This is an optimization exercise on Yosys and OpenROAD, whose aim is small area, not a production implementation.
Only simulation tests tie the RTL to the original design; equivalence was not proved.
The clock port is modelled as an ideal driver, which makes a skipped or thinned clock tree look cheaper than it is; a real chip needs a root buffer or a tree.
Power figures rest on the tool's default switching activity, not on a simulated workload.

// aFinalP
module aFinalP(
    output [7:0] dr, dg,
    output [7:0] db,
    output [3:0] comm,
    input clk,
    input rst,  
    input [3:0] btn,
    output [7:0] seg,
    output [7:0] score_out
);
    reg [9:0] e;
    reg [5:0] flag;
    reg [7:0] score;
    reg [3:0] pressed;
    reg [3:0] deb;  
    wire pre = (flag == 6'd0) && !e[9];
    wire [2:0] row = e[6:4];
    wire [5:0] s = flag + row;
    wire [3:0] seq;
    assign seq[0] = (s == 6'd7) |
                    (s == 6'd19) |
                    (s == 6'd30) |
                    (s == 6'd34) |
                    (s == 6'd38) |
                    (s == 6'd46);
    assign seq[1] = (s == 6'd9) |
                    (s == 6'd21) |
                    (s == 6'd29) |
                    (s == 6'd32) |
                    (s == 6'd39) |
                    (s == 6'd44);
    assign seq[2] = (s == 6'd11) |
                    (s == 6'd17) |
                    (s == 6'd25) |
                    (s == 6'd27) |
                    (s == 6'd33) |
                    (s == 6'd41);
    assign seq[3] = (s == 6'd13) |
                    (s == 6'd23) |
                    (s == 6'd28) |
                    (s == 6'd35) |
  ...
==> flow/config.mk <==
export PLATFORM = sky130hd
export DESIGN_NAME = aFinalP
export DESIGN_NICKNAME = aFinalP
export VERILOG_FILES = /design/flow/design.v
export SDC_FILE = /design/flow/constraint.sdc
export NUM_CORES = 4
export LEC_CHECK = 0
export CAP_MARGIN = 20
export CORE_MARGIN = 2
export CORE_UTILIZATION = 40
export CTS_BUF_LIST = sky130_fd_sc_hd__clkbuf_4
export SLEW_MARGIN = 20
==> flow/constraint.sdc <==
create_clock -name core_clock -period 8.0 [get_ports {clk}]
set_input_delay 1.6000 -clock core_clock [delete_from_list [all_inputs] [get_ports {clk}]]
set_output_delay 1.6000 -clock core_clock [all_outputs]
set_load 0.01 [all_outputs]
standard.sh (not shown) runs the stock make flow with config.mk's settings and CLKGATE_MAP_FILE= SYNTH_SCRIPT=/design/flow/synth_recipe.tcl, a recipe that flattens the netlist after the stock synthesis.
==> flow/flow/run.sh <==
#!/bin/bash
# The standard ORFS layout (standard.sh), with these changes:
# - ABC maps the logic with flow/multi_abc.tcl (best of several &deepsyn
#   seeds, area-only mapping, no buffering or upsizing) instead of
#   abc_area/abc_speed;
# - no half/full adder cells from ADDER_MAP_FILE: adders are left to ABC;
# - the port buffers are the smallest buffer cell, buf_1;
# - the constant outputs share the synthesis's tie cell instead of one tie
#   cell per output;
# - clock tree synthesis adds no dummy load cells (-dont_use_dummy_load);
# - before global routing (flow/pre_grt.tcl), drop_root.tcl removes the root
#   clock buffer so the clock port drives the four leaf clock buffers
#   directly, and merge_ties.tcl drives both constant nets from one tie cell.
# Every tool's output is in standard.log and ORFS's own logs under orfs/logs.
set -euo pipefail
here=$(pwd)
mkdir -p "$here/abc_runs"
export MULTI_ABC_DIR="$here/abc_runs" MULTI_ABC_N=12
cat > "$here/mysynth.tcl" <<EOT
source $here/flow/multi_abc.tcl
source $here/synth_recipe.tcl
EOT
bash standard.sh SYNTH_SCRIPT="$here/mysynth.tcl" \
  "BUFFER_PORTS_ARGS=-buffer_cell sky130_fd_sc_hd__buf_1" ADDER_MAP_FILE= \
  SKIP_REPAIR_TIE_FANOUT=1 \
  "CTS_ARGS=-sink_clustering_enable -repair_clock_nets -buf_list sky130_fd_sc_hd__clkbuf_8 -dont_use_dummy_load" \
  PRE_GLOBAL_ROUTE_TCL="$here/flow/pre_grt.tcl" finish > "$here/standard.log" 2>&1
==> flow/flow/merge_ties.tcl <==
# PRE_GLOBAL_ROUTE hook: the constant outputs are driven by two tie cells,
# one using only its HI pin and one only its LO pin; drive both nets from
# the first cell's HI and LO pins and remove the second.
proc merge_tie_cells {} {
  set block [ord::get_db_block]
  set hi_only {}
  set lo_only {}
  foreach inst [$block getInsts] {
    if { [[$inst getMaster] getName] != "sky130_fd_sc_hd__conb_1" } { continue }
    set hn [[$inst findITerm HI] getNet]
    set ln [[$inst findITerm LO] getNet]
    if { $hn != "NULL" && $ln == "NULL" } { lappend hi_only $inst }
    if { $hn == "NULL" && $ln != "NULL" } { lappend lo_only $inst }
  }
  if { [llength $hi_only] != 1 || [llength $lo_only] != 1 } {
    puts "MERGETIES: [llength $hi_only] HI-only and [llength $lo_only] LO-only tie cells, left as they are"
    return
  }
  set keep [lindex $hi_only 0]
  set drop [lindex $lo_only 0]
  set net [[$drop findITerm LO] getNet]
  [$drop findITerm LO] disconnect
  [$keep findITerm LO] connect $net
  odb::dbInst_destroy $drop
  puts "MERGETIES: [$net getName] moved to [$keep getName], [$drop getName] removed"
}
merge_tie_cells
==> flow/flow/pre_grt.tcl <==
# PRE_GLOBAL_ROUTE hook (flow/run.sh): edits to the placed, clock-tree-built
# design before global routing.
set flow_dir [file dirname [info script]]
source $flow_dir/drop_root.tcl
source $flow_dir/merge_ties.tcl
Other scripts of this flow, unchanged in this note and not shown: flow/flow/drop_root.tcl, flow/flow/multi_abc.tcl
The baseline finished with timing, DRC and antenna clean.
Edit:
--- a/flow/flow/run.sh
+++ b/flow/flow/run.sh
@@ -11,3 +11,2 @@
-# - before global routing (flow/pre_grt.tcl), drop_root.tcl removes the root
-#   clock buffer so the clock port drives the four leaf clock buffers
-#   directly, and merge_ties.tcl drives both constant nets from one tie cell.
+# - before global routing, flow/drop_root.tcl removes the root clock buffer
+#   so the clock port drives the four leaf clock buffers directly.
@@ -26,2 +25,2 @@
-  "CTS_ARGS=-sink_clustering_enable -repair_clock_nets -buf_list sky130_fd_sc_hd__clkbuf_8 -dont_use_dummy_load" \
-  PRE_GLOBAL_ROUTE_TCL="$here/flow/pre_grt.tcl" finish > "$here/standard.log" 2>&1
+  "CTS_ARGS=-sink_clustering_enable -repair_clock_nets -buf_list sky130_fd_sc_hd__clkbuf_4 -dont_use_dummy_load" \
+  PRE_GLOBAL_ROUTE_TCL="$here/flow/drop_root.tcl" finish > "$here/standard.log" 2>&1
removed: flow/flow/merge_ties.tcl
removed: flow/flow/pre_grt.tcl
=>
- The changed run completed with no timing, DRC or antenna violations
- worst hold slack is better by 0.0046 ns
- clock-buffer cell count is unchanged
- via count is higher by about 0.44%
- total power is lower by 8.6%
- setup slack is worse by 0.017 ns
- synthesized area is unchanged
Edit:
--- a/flow/flow/run.sh
+++ b/flow/flow/run.sh
@@ -11,2 +11,3 @@
-# - before global routing, flow/drop_root.tcl removes the root clock buffer
-#   so the clock port drives the four leaf clock buffers directly.
+# - before global routing (flow/pre_grt.tcl), drop_root.tcl removes the root
+#   clock buffer so the clock port drives the four leaf clock buffers
+#   directly, and merge_ties.tcl drives both constant nets from one tie cell.
@@ -26 +27 @@
-  PRE_GLOBAL_ROUTE_TCL="$here/flow/drop_root.tcl" finish > "$here/standard.log" 2>&1
+  PRE_GLOBAL_ROUTE_TCL="$here/flow/pre_grt.tcl" finish > "$here/standard.log" 2>&1
==> flow/flow/merge_ties.tcl (new file) <==
# PRE_GLOBAL_ROUTE hook: the constant outputs are driven by two tie cells,
# one using only its HI pin and one only its LO pin; drive both nets from
# the first cell's HI and LO pins and remove the second.
proc merge_tie_cells {} {
  set block [ord::get_db_block]
  set hi_only {}
  set lo_only {}
  foreach inst [$block getInsts] {
    if { [[$inst getMaster] getName] != "sky130_fd_sc_hd__conb_1" } { continue }
    set hn [[$inst findITerm HI] getNet]
    set ln [[$inst findITerm LO] getNet]
    if { $hn != "NULL" && $ln == "NULL" } { lappend hi_only $inst }
    if { $hn == "NULL" && $ln != "NULL" } { lappend lo_only $inst }
  }
  if { [llength $hi_only] != 1 || [llength $lo_only] != 1 } {
    puts "MERGETIES: [llength $hi_only] HI-only and [llength $lo_only] LO-only tie cells, left as they are"
    return
  }
  set keep [lindex $hi_only 0]
  set drop [lindex $lo_only 0]
  set net [[$drop findITerm LO] getNet]
  [$drop findITerm LO] disconnect
  [$keep findITerm LO] connect $net
  odb::dbInst_destroy $drop
  puts "MERGETIES: [$net getName] moved to [$keep getName], [$drop getName] removed"
}
merge_tie_cells
==> flow/flow/pre_grt.tcl (new file) <==
# PRE_GLOBAL_ROUTE hook (flow/run.sh): edits to the placed, clock-tree-built
# design before global routing.
set flow_dir [file dirname [info script]]
source $flow_dir/drop_root.tcl
source $flow_dir/merge_ties.tcl
Non-clock buffer count is unchanged.
Final area barely changes.
Count of clock-buffer cells in the layout does not change.
Core utilization hardly moves.

## port drivers added, routing unchanged
No port has a modelled driver above. Below, the same layouts with a new extraction and two added sets of constraints.
Step 1: set_driving_cell puts a clkbuf_16 on clk and a buf_2 on each other input, an assumption about the parent block.
Step 2, shift: input delay + t, output delay - t, t = (earliest + latest rising clock arrival at the registers) / 2. This alone moves slack from input paths to output paths.
Three values: ideal, step 1, step 2; two values: the first two.
| run | t, ns | slack for setup (ns) | slew at the worst register clock pin (ns) | worst data-port slew with drivers (ns) |
|---|---|---|---|---|
| the first run | 0.171 | 3.324 / 3.275 / 3.447 | 0.07 / 0.07 | 0.03 |
| the second run | 0.189 | 3.307 / 3.266 / 3.455 | 0.10 / 0.10 | 0.03 |
| the third run | 0.189 | 3.289 / 3.249 / 3.438 | 0.10 / 0.10 | 0.03 |
After both steps setup and hold are still met in every run listed.
